Background: an optimization exercise with open tools, aiming at small area, a short achievable clock period and few clock cycles per item. Do not read the settings as production practice. The RTL was checked by simulation tests, not by an equivalence proof against the original design.

// cordic_final
module cordic_final (
    input  wire        clk,
    input  wire        rst_n,
    input  wire        start,
    input  wire [31:0] x_in,
    input  wire        func_select,
    output wire        busy,
    output reg         done,
    output wire [32:0] result
);
export LEC_CHECK = 0
export CAP_MARGIN = 20
export CORE_MARGIN = 2
export CORE_UTILIZATION = 40
export SLEW_MARGIN = 20
create_clock -name core_clock -period 12.0 [get_ports {clk}]
standard.sh (not shown) runs the stock make flow with config.mk's settings and CLKGATE_MAP_FILE= SYNTH_SCRIPT=/design/flow/synth_recipe.tcl, a recipe that flattens the netlist after the stock synthesis.
==> flow/flow/run.sh <==
#!/bin/bash
set -euo pipefail
bash standard.sh SETUP_SLACK_MARGIN=8.35 finish > standard_flow.log 2>&1
The baseline produced a clean layout.
Testbench counts at the start, summed over its fixed seeds: cycles 2,176, items 2,048.
Next try:
==> flow/flow/run.sh (replaced) <==
#!/bin/bash
set -euo pipefail
bash standard.sh SETUP_SLACK_MARGIN=8.2 finish > standard_flow.log 2>&1
CORE_UTILIZATION = 55   (was 40)
CTS_CLUSTER_DIAMETER = 80   (was unset)
CTS_CLUSTER_SIZE = 28   (was unset)
Effect: Sequential share of layout area grows by 1.7 points; hold slack is better by 0.010 ns; worst setup slack is worse by 0.055 ns; core utilization grows by 14 points; cell count shrinks by 9.1%; flip-flop and latch count does not change; maximum frequency shrinks by about 1.5%.
Next try:
==> flow/flow/run.sh (replaced) <==
#!/bin/bash
set -euo pipefail
bash standard.sh SETUP_SLACK_MARGIN=7.8 finish > standard_flow.log 2>&1
CORE_UTILIZATION = 40   (was 55)
CTS_CLUSTER_DIAMETER = unset   (was 80)
CTS_CLUSTER_SIZE = unset   (was 28)
Result: Design area went up by 4.3%; worst setup slack is worse by 0.32 ns; routed wire length went down by about 0.5%; via count went up by about 1.4%; register-to-register slack is worse by 0.29 ns; critical path depth went down by 1; area after synthesis does not change.
Next try:
==> flow/flow/run.sh (replaced) <==
#!/bin/bash
set -euo pipefail
bash standard.sh SETUP_SLACK_MARGIN=8.2 finish > standard_flow.log 2>&1
CORE_UTILIZATION = 70   (was 40)
CTS_CLUSTER_DIAMETER = 80   (was unset)
CTS_CLUSTER_SIZE = 28   (was unset)
The new run went through all stages and came out clean.
Utilization climbs by 30 points.
Synthesized area stays the same.
Wire length drops by 6.6%.
Final area drops by 4.9%.
Non-clock buffer count climbs by 3.
Fmax climbs by 7.6%.

* * *

Another version of the RTL of cordic_final (not shown whole).
Size in the first run: ~4300 cells after synthesis, about 770 flip-flops, about 44000 um2 of cells after synthesis.
// cordic_final
module cordic_final (
    input  wire        clk,
    input  wire        rst_n,
    input  wire        start,
    input  wire [31:0] x_in,
    input  wire        func_select,
    output wire        busy,
    output reg         done,
    output wire [32:0] result
);
    assign busy = 1'b0;
    wire [15:0] z0i = func_select ? x_in[15:0] : {x_in[15], x_in[15:1]};
    reg [14:0] v0r;
    always @(posedge clk) v0r <= z0i[14:0] ^ {15{z0i[15]}};
    reg [0:0] s0r;
    always @(posedge clk) s0r <= z0i[15];
    reg [0:0] fsr;
    always @(posedge clk) fsr <= func_select;
    wire zs = s0r;
    wire [14:0] zv = v0r;
    wire [15:1] tq;
    assign tq[1] = (zv >= 15'd1731);
    assign tq[2] = (zv >= 15'd2756);
    assign tq[3] = (zv >= 15'd3781);
    assign tq[4] = (zv >= 15'd4815);
    assign tq[5] = (zv >= 15'd5849);
    assign tq[6] = (zv >= 15'd6874);
    assign tq[7] = (zv >= 15'd7899);
    assign tq[8] = (zv >= 15'd9000);
    assign tq[9] = (zv >= 15'd10101);
    assign tq[10] = (zv >= 15'd11126);
    assign tq[11] = (zv >= 15'd12151);
    assign tq[12] = (zv >= 15'd13185);
    assign tq[13] = (zv >= 15'd14219);
    assign tq[14] = (zv >= 15'd15244);
    assign tq[15] = (zv >= 15'd16269);
    wire [3:0] cnt;
    assign cnt[3] = tq[8];
    assign cnt[2] = (tq[4] & ~tq[8]) | tq[12];
    assign cnt[1] = (tq[2] & ~tq[4]) | (tq[6] & ~tq[8]) | (tq[10] & ~tq[12]) | tq[14];
    assign cnt[0] = (tq[1] & ~tq[2]) | (tq[3] & ~tq[4]) | (tq[5] & ~tq[6]) | (tq[7] & ~tq[8]) | (tq[9] & ~tq[10]) | (tq[11] & ~tq[12]) | (tq[13] & ~tq[14]) | tq[15];
    reg [3:0] cq;
    always @(posedge clk) cq <= cnt;
    reg [0:0] sq;
    always @(posedge clk) sq <= zs;
    reg [14:0] vq;
    always @(posedge clk) vq <= zv;
  ...
Settings: LEC_CHECK=0, CAP_MARGIN=20, CORE_MARGIN=2, CORE_UTILIZATION=40, CTS_CLUSTER_DIAMETER=80, CTS_CLUSTER_SIZE=22, SLEW_MARGIN=20; clock period 12.0 ns.
==> flow/flow/run.sh <==
#!/bin/bash
set -euo pipefail
bash standard.sh SETUP_SLACK_MARGIN=8.65 finish > standard_flow.log 2>&1
Testbench counts at the start, summed over its fixed seeds: cycles 2,168, items 2,048.
Rerun with:
- CTS_BUF_LIST: unset -> sky130_fd_sc_hd__clkbuf_8
- CTS_CLUSTER_DIAMETER: 80 -> 60
- CTS_CLUSTER_SIZE: 22 -> 14
Result:
- setup slack got worse by 0.10 ns
- cell area stays flat
- global-route usage rises by 0.13 points
- hold slack degrades by 0.0078 ns
- sequential cell count stays the same
- final cell count climbs slightly
- critical path depth does not change
Rerun with:
==> flow/flow/run.sh (replaced) <==
#!/bin/bash
set -euo pipefail
bash standard.sh SETUP_SLACK_MARGIN=8.5 finish > standard_flow.log 2>&1
- CTS_BUF_LIST: sky130_fd_sc_hd__clkbuf_8 -> unset
- CTS_CLUSTER_DIAMETER: 60 -> 80
- CTS_CLUSTER_SIZE: 14 -> 28
What happened: First-iteration DRC count rose by 17%; area after synthesis stays the same; cell count fell by 0.82%; design area hardly moves; sequential cell count does not change; clock-buffer cell count fell by 41.
Rerun with:
==> flow/flow/run.sh (replaced) <==
#!/bin/bash
set -euo pipefail
bash standard.sh SETUP_SLACK_MARGIN=8.4 finish > standard_flow.log 2>&1
=> Wire length stays flat. Utilization is about the same. Sequential cell count is unchanged. Cell count hardly moves. Sequential share of layout area stays flat. Die area does not change. Setup slack is worse by 0.059 ns. Register-to-register slack is better by 0.03 ns. Clock skew barely changes.

* * *

== wip/willow ==
RTL: one of the versions met above, not the one the previous note started from.
For scale: ~860 flip-flops, roughly 71 I/O pins, roughly 45000 sq um of cells after synthesis.
clock: 12.0 ns
lec_check: 0
cap_margin: 20
core_margin: 2
core_utilization: 40
slew_margin: 20
==> flow/flow/run.sh <==
#!/bin/bash
set -euo pipefail
bash standard.sh SETUP_SLACK_MARGIN=8.2 finish > standard_flow.log 2>&1
wip/willow: PASS, flow complete, no timing, DRC or antenna violations
Testbench counts of wip/willow, summed over its fixed seeds: cycles 2,176, items 2,048.
Input-level comparison between wip/lagoon and wip/willow:
==> flow/flow/run.sh <==
#!/bin/bash
set -euo pipefail
bash standard.sh SETUP_SLACK_MARGIN=8.0 finish > standard_flow.log 2>&1
==> comparison <==
Met3 layer wire length in the routed design (higher): wip/willow
wip/lagoon against wip/willow: first-pass GRT wire length went down by 0.31%; final critical-path setup slack went down by 0.23 ns; global-route usage over all layers was more or less identical.
Compared with wip/willow, in wip/lagoon number of combinational gates with multiple inputs roughly the same; mean area per synthesized cell comparable.
Setup changes, wip/lagoon to wip/umber
==> flow/flow/run.sh <==
#!/bin/bash
set -euo pipefail
bash standard.sh SETUP_SLACK_MARGIN=8.5 finish > standard_flow.log 2>&1
### Flow results
wip/umber against wip/lagoon: number of cells on the critical path moved up; non-clock buffer count shows an increase of about 30%; post-CTS setup repair buffer count climbed 8; met2 routing resource usage after global routing held.
wip/umber reports a higher routed length on met3 than wip/lagoon does.
A termination of the worst setup path of result[27] is what wip/umber shows, while result[13] belongs to wip/lagoon.
Modified inputs, wip/juniper compared to wip/umber
- CTS_CLUSTER_DIAMETER newly set to 80
- CTS_CLUSTER_SIZE newly set to 35
==> flow/flow/run.sh <==
#!/bin/bash
set -euo pipefail
bash standard.sh SETUP_SLACK_MARGIN=8.2 finish > standard_flow.log 2>&1
## What came out
- wip/juniper completed end to end with timing, DRC and antenna clean.
- wip/juniper vs. wip/umber: final worst hold slack went up by 0.0066 ns.
- Summary of the comparison: per-cell via count in the routed design is higher in wip/juniper, relative to wip/umber.
- Looking only at number of cells traversed by the worst register-to-register path, and setting everything else aside, the higher value of wip/juniper and wip/umber goes to wip/umber.

* * *

cordic_final with an RTL version that a note above also has.
Size: roughly 4300 cells after synthesis, ~770 flip-flops, ~44000 sq um of cells after synthesis.
clock: 12.0 ns
lec_check: 0
cap_margin: 20
core_margin: 2
core_utilization: 40
cts_buf_list: sky130_fd_sc_hd__clkbuf_8 sky130_fd_sc_hd__clkbuf_16
cts_cluster_diameter: 80
cts_cluster_size: 22
slew_margin: 20
==> flow/flow/run.sh <==
#!/bin/bash
set -euo pipefail
bash standard.sh SETUP_SLACK_MARGIN=8.65 finish > standard_flow.log 2>&1
Testbench counts at the start, summed over its fixed seeds: cycles 2,168, items 2,048.
Change:
--- a/flow/config.mk
+++ b/flow/config.mk
@@ -9,6 +9,5 @@
 export CORE_MARGIN = 2
 export CORE_UTILIZATION = 40
-export CTS_BUF_LIST = sky130_fd_sc_hd__clkbuf_8 sky130_fd_sc_hd__clkbuf_16
 export CTS_CLUSTER_DIAMETER = 80
-export CTS_CLUSTER_SIZE = 22
+export CTS_CLUSTER_SIZE = 35
 export SLEW_MARGIN = 20
After rerunning: Final cell count barely changes. First-iteration DRC count goes down slightly. Count of clock-buffer cells in the layout goes down by 10. Non-clock buffer count does not change. Fmax goes down slightly.

## separate check: timing with driven ports
In the flow no input, the clock included, has a driving cell. The finished layouts below were timed again as built, in two steps.
Step 1: set_driving_cell puts a clkbuf_16 on clk and a buf_2 on each other input, an assumption about the parent block.
Step 2, shift: input delay + t, output delay - t, t = (earliest + latest rising clock arrival at the registers) / 2. This alone moves slack from input paths to output paths.
Slacks: ideal ports / drivers / drivers and shift; pairs: ideal ports / drivers.
run | t (ns) | setup WS [ns] | worst register clock-pin slew, ns | pins driven straight from the clock port
the first run of note 1 | 0.704 | 8.323 / 8.261 / 8.189 | 0.07 / 0.07 | 1
the second run of note 1 | 0.673 | 8.269 / 8.205 / 8.084 | 0.10 / 0.10 | 1
the third run of note 1 | 0.712 | 7.950 / 7.887 / 8.071 | 0.07 / 0.07 | 1
the fourth run of note 1 | 0.660 | 8.236 / 8.170 / 8.144 | 0.10 / 0.10 | 1
the first run of note 2 | 0.665 | 8.492 / 8.430 / 8.094 | 0.09 / 0.09 | 1
the second run of note 2 | 0.756 | 8.392 / 8.334 / 8.033 | 0.09 / 0.09 | 1
the third run of note 2 | 0.671 | 8.487 / 8.423 / 8.058 | 0.10 / 0.10 | 1
the fourth run of note 2 | 0.661 | 8.428 / 8.369 / 8.054 | 0.10 / 0.10 | 1
wip/willow | 0.712 | 8.311 / 8.249 / 8.156 | 0.07 / 0.07 | 1
wip/lagoon | 0.713 | 8.084 / 8.021 / 8.155 | 0.07 / 0.07 | 1
wip/umber | 0.703 | 8.311 / 8.252 / 8.186 | 0.07 / 0.07 | 1
wip/juniper | 0.673 | 8.269 / 8.210 / 8.176 | 0.12 / 0.12 | 1
the first run of note 4 | 0.665 | 8.492 / 8.430 / 8.094 | 0.09 / 0.09 | 1
the second run of note 4 | 0.683 | 8.473 / 8.404 / 8.098 | 0.12 / 0.12 | 1
After both steps setup and hold are still met in every run listed. The setup slack of the third run of note 2, which loses most, moves by -0.064 ns with the drivers and by -0.429 ns with both steps.
